From an optimization exercise on the open Yosys and OpenROAD flow, aimed at a short achievable clock period and few clock cycles; shortcuts taken in it are not production practice.
In this exercise RTL edits were held to simulation tests only and were not proved equivalent to the original.
Power and IR drop assume default switching activity.

Design cpu, start of the top module:
module cpu(clk,rst_n, iaddr, instr, wdata, we, addr, re, rdata, hlt);
Size: ~3500 cells after synthesis, roughly 85 I/O pins.
export LEC_CHECK = 0
export ABC_AREA = 1
export ABC_CLOCK_PERIOD_IN_PS = 1000
export CAP_MARGIN = 20
export CORE_MARGIN = 2
export CORE_UTILIZATION = 40
export SETUP_SLACK_MARGIN = 3.8
export SLEW_MARGIN = 20
create_clock -name core_clock -period 6.2 [get_ports {clk}]
standard.sh (not shown) runs the stock make flow with config.mk's settings and CLKGATE_MAP_FILE= SYNTH_SCRIPT=/design/flow/synth_recipe.tcl, a recipe that flattens the netlist after the stock synthesis.
==> flow/flow/run.sh <==
#!/bin/bash
# The standard layout (the standard.sh) with two changes:
#  - synthesis does not map adders onto the library's full/half-adder cells
#    (ADDER_MAP_FILE left empty), so abc restructures the carry logic for
#    speed; registers are unchanged;
#  - every input and output port is still buffered, but with buf_4 instead
#    of the delay-cell buffer buffer_ports picks by itself.
# make's full output goes to make.log in the work folder.
set -euo pipefail
bash standard.sh ADDER_MAP_FILE= "BUFFER_PORTS_ARGS=-buffer_cell sky130_fd_sc_hd__buf_4" finish > make.log 2>&1
Testbench counts at the start, summed over its fixed seeds: cycles 67,984.
Edit:
--- a/flow/design.v
+++ b/flow/design.v
@@ -174,32 +174,29 @@
 assign halt_dec = v_d & d_hlt & ~stall_id & ~redirect_ex & ~kill_e;
 always @(posedge clk, negedge rst_n)
   if (!rst_n)
     halted <= 1'b0;
   else if (halt_dec)
     halted <= 1'b1;
 wire issue = v_d & ~stall_id & ~redirect_ex & ~kill_e & ~halted;
-wire z_e;                     
 wire ex_setsflags = v_e & (setz_e | setnv_e);
-wire d_zonly      = (instr_d[11:10] == 2'b00);
-wire z_now        = (v_e & setz_e) ? z_e : zf;
 reg  taken_id;
 always @* begin
   case (instr_d[11:9])
-    3'b000: taken_id = ~z_now;
-    3'b001: taken_id = z_now;
+    3'b000: taken_id = ~zf;
+    3'b001: taken_id = zf;
     3'b010: taken_id = ~zf & ~nf;
     3'b011: taken_id = nf;
     3'b100: taken_id = zf | ~nf;
     3'b101: taken_id = nf | zf;
     3'b110: taken_id = vf;
     default: taken_id = 1'b1;
   endcase
 end
-wire        resolv     = ~ex_setsflags | d_zonly;
+wire        resolv     = ~ex_setsflags;
 wire [15:0] tgt_br_fix = satb_d ? (instr_d[8] ? 16'h8000 : 16'h7fff) : rawb_d;
 wire [15:0] alt_id     = (d_br & ~pt_d) ? tgt_br_fix : alt_d;
 wire        br_refetch = d_br & pt_d & satb_d;
 assign redirect_id = v_d & ~redirect_ex & ~kill_e &
                      ((d_jal & satj_d) | br_refetch |
                       (d_br & resolv & (taken_id ^ pt_d)));
 wire [15:0] id_target  = d_jal ? (instr_d[11] ? 16'h8000 : 16'h7fff) :
@@ -275,15 +272,15 @@
 wire [15:0] c_fwd = bypC_e ? dm_res : c_e;
 wire        f_ar_e = f_sum_e | f_sub_e;
 wire [15:0] kin    = {A[14:0] | Bx[14:0], f_sub_e};
 wire [15:0] zbits  = ({16{f_ar_e}}  & ~(A ^ Bx ^ kin)) |
                      ({16{f_and_e}} & ~(A & B)) |
                      ({16{f_nor_e}} &  (A | B)) |
                      ({16{f_sh_e}}  & ~(A & mask_e));
-assign z_e = (&zbits) & ~(f_ar_e & A[15] & Bx[15]);
+wire   z_e = (&zbits) & ~(f_ar_e & A[15] & Bx[15]);
 always @(posedge clk, negedge rst_n)
   if (!rst_n) begin
     zf <= 1'b0; nf <= 1'b0; vf <= 1'b0;
   end else begin
     if (e_live & setz_e)  zf <= z_e;
     if (e_live & setnv_e) begin nf <= ovf ? A[15] : sum[15]; vf <= ovf; end
   end
Outcome: The changed run went through all stages and came out clean; setup slack improves by 360 ps; area after synthesis rises by 1.8%; register-to-register slack improves by 360 ps; cell count rises by 1.8%; wire length rises by 6.3%; total power rises by 8.5%; core utilization rises by 1.1 points; sequential cell count is unchanged; synthesized cell count rises by 1.1%; maximum frequency rises by 13%; sequential share of layout area falls by 1.7 points.
Testbench counts after the change, summed over its fixed seeds: cycles 68,708.

* * *

== job 102 ==
Another version of the RTL of cpu (not shown whole).
For scale: ~2500 cells after synthesis, about 560 flip-flops, ~85 I/O pins, roughly 0.030 mm2 of cells after synthesis.
export LEC_CHECK = 0
export ABC_CLOCK_PERIOD_IN_PS = 2200
export CAP_MARGIN = 20
export CORE_MARGIN = 2
export CORE_UTILIZATION = 40
export SETUP_SLACK_MARGIN = 3.8
export SLEW_MARGIN = 20
create_clock -name core_clock -period 6.2 [get_ports {clk}]
Scripts as last shown in full above: flow/flow/run.sh
Job 102: done, clean on timing, DRC and antenna
Testbench counts of job 102, summed over its fixed seeds: cycles 67,984.
Inputs modified between job 102 and job 105:
-- flow/design.v --
<<< job 102, line 46
wire [15:0] raw9     = {hi9, lo9[8:0]};
wire        ovf9     = (pc1_neg == instr[8]) & (raw9[15] != pc1_neg);
wire [12:0] lo12     = {1'b0, pc[11:0]} + {1'b0, instr[11:0]} + 13'd1;
wire [3:0]  hi12     = (instr[11] == lo12[12]) ? pc[15:12] : lo12[12] ? hi12_p1 : hi12_m1;
wire [15:0] raw12    = {hi12, lo12[11:0]};
wire        ovf12    = (pc1_neg == instr[11]) & (raw12[15] != pc1_neg);
wire [15:0] pred_pc  = if_jal ? raw12 : if_br_pt ? raw9 : if_jr ? ras : pc1;
wire        special  = redirect | stall_id;
wire [15:0] spec_pc  = redirect ? redirect_pc : pc;
>>> job 105, line 46
wire [15:0] raw9     = {hi9, lo9[8:0]};
wire        ovf9     = (pc1_neg == instr[8]) & (raw9[15] != pc1_neg);
wire [15:0] tgt_br   = ovf9 ? (pc1_neg ? 16'h8000 : 16'h7fff) : raw9;
wire [12:0] lo12     = {1'b0, pc[11:0]} + {1'b0, instr[11:0]} + 13'd1;
wire [3:0]  hi12     = (instr[11] == lo12[12]) ? pc[15:12] : lo12[12] ? hi12_p1 : hi12_m1;
wire [15:0] raw12    = {hi12, lo12[11:0]};
wire        ovf12    = (pc1_neg == instr[11]) & (raw12[15] != pc1_neg);
wire [15:0] tgt_jal  = ovf12 ? (pc1_neg ? 16'h8000 : 16'h7fff) : raw12;
wire [15:0] pred_pc  = if_jal ? tgt_jal : if_br_pt ? tgt_br : if_jr ? ras : pc1;
wire        special  = redirect | stall_id;
wire [15:0] spec_pc  = redirect ? redirect_pc : pc;
<<< job 102, line 89
reg         pt_d;             
reg  [15:0] alt_d;            
reg  [15:0] rawb_d;           
reg         satb_d, satj_d;   
reg  [3:0]  ra_d, rb_d, dst_d;
reg         d_rr, d_sum, d_sub, d_and, d_nor, d_sll, d_shr, d_sra, d_lhb, d_wr,
>>> job 105, line 91
reg         pt_d;             
reg  [15:0] alt_d;            
reg  [3:0]  ra_d, rb_d, dst_d;
reg         d_rr, d_sum, d_sub, d_and, d_nor, d_sll, d_shr, d_sra, d_lhb, d_wr,
<<< job 102, line 106
    pc1_d   <= pc1;
    pt_d    <= if_br_pt;
    alt_d   <= if_jr ? ras : pc1;
    rawb_d  <= raw9;
    satb_d  <= ovf9;
    satj_d  <= ovf12;
    ra_d    <= p_ra;
    rb_d    <= p_rb;
>>> job 105, line 106
    pc1_d   <= pc1;
    pt_d    <= if_br_pt;
    alt_d   <= if_jr ? ras : if_br_pt ? pc1 : tgt_br;
    ra_d    <= p_ra;
    rb_d    <= p_rb;
<<< job 102, line 196
  endcase
end
wire        resolv     = ~ex_setsflags | d_zonly;
wire [15:0] tgt_br_fix = satb_d ? (instr_d[8] ? 16'h8000 : 16'h7fff) : rawb_d;
wire [15:0] alt_id     = (d_br & ~pt_d) ? tgt_br_fix : alt_d;
assign redirect_id = v_d & ~redirect_ex & ~kill_e &
                     ((d_jal & satj_d) |
                      (d_br & resolv & ((taken_id ^ pt_d) | (taken_id & pt_d & satb_d))) |
                      (d_br & ~resolv & pt_d & satb_d));
wire [15:0] id_target  = d_jal ? (instr_d[11] ? 16'h8000 : 16'h7fff) :
                         (resolv & ~taken_id) ? pc1_d : tgt_br_fix;
always @(posedge clk, negedge rst_n)
  if (!rst_n)
>>> job 105, line 193
  endcase
end
assign redirect_id = v_d & d_br & (~ex_setsflags | d_zonly) & (taken_id ^ pt_d) & ~redirect_ex & ~kill_e;
always @(posedge clk, negedge rst_n)
  if (!rst_n)
<<< job 102, line 249
  pt_e    <= pt_d;
  cc_e    <= instr_d[11:9];
  alt_e   <= alt_id;
end
wire [15:0] A = a_e;
>>> job 105, line 238
  pt_e    <= pt_d;
  cc_e    <= instr_d[11:9];
  alt_e   <= alt_d;
end
wire [15:0] A = a_e;
<<< job 102, line 305
wire jr_mis = e_live & jr_e & ~jr_defer & jr_neq;
assign redirect_ex = br_mis | jr_mis;
assign redirect_pc = kill_e ? wb_res : redirect_ex ? (jr_e ? a_e : alt_e) : id_target;
always @(posedge clk, negedge rst_n)
  if (!rst_n) begin
>>> job 105, line 294
wire jr_mis = e_live & jr_e & ~jr_defer & jr_neq;
assign redirect_ex = br_mis | jr_mis;
assign redirect_pc = kill_e ? wb_res : redirect_ex ? (jr_e ? a_e : alt_e) : alt_d;
always @(posedge clk, negedge rst_n)
  if (!rst_n) begin
[summary]
[job 105] post-synthesis register bit count fell 19 relative to job 102. Total track usage in job 105 is 0.23 points above job 102. Between job 105 and job 102, total power density per cell area is higher for job 102, job 105 comes in under that. Delta (job 105 minus job 102): starting DRC count in detailed routing picked up an extra 156; combinational share of power went up 2.8 points; fraction of layout cells with a size suffix above 1 increased by 1.5 points relative to the old numbers; placer congestion estimate +about 2.4%.
Testbench counts of job 105, summed over its fixed seeds: cycles 67,984.

## afterwards: timing with drivers on the ports
No port has a modelled driver above. Below, the same layouts with a new extraction and two added sets of constraints. Step 1 (the two cells are an assumption about what drives the block):
set clk [get_ports {clk}]
set_driving_cell -lib_cell sky130_fd_sc_hd__clkbuf_16 $clk
set_driving_cell -lib_cell sky130_fd_sc_hd__buf_2 [delete_from_list [all_inputs] $clk]
Step 2 moves the port delays by t, midway between the first and last clock arrival at a register: inputs arrive t later, outputs are due t later. That takes back most of the time a late clock gives input paths. Three values: no drivers, after step 1, after step 2; two values: the first two.
run	t, ns	slack for setup (ns)	worst hold slack (ns)	latest minus earliest clock arrival (ns)	pins driven straight from the clock port
the first run of note 1	0.681	3.147 / 3.147 / 2.614	0.341 / 0.341 / 0.341	0.052 / 0.052	1
the second run of note 1	0.697	3.506 / 3.506 / 2.847	0.340 / 0.340 / 0.340	0.045 / 0.045	1
job 102	0.696	2.526 / 2.526 / 2.134	0.327 / 0.327 / 0.327	0.069 / 0.069	1
job 105	0.688	2.919 / 2.913 / 2.225	0.319 / 0.319 / 0.319	0.070 / 0.070	1
After both steps setup and hold are still met in every run listed. The setup slack of job 105, which loses most, moves by -0.006 ns with the drivers and by -0.694 ns with both steps.
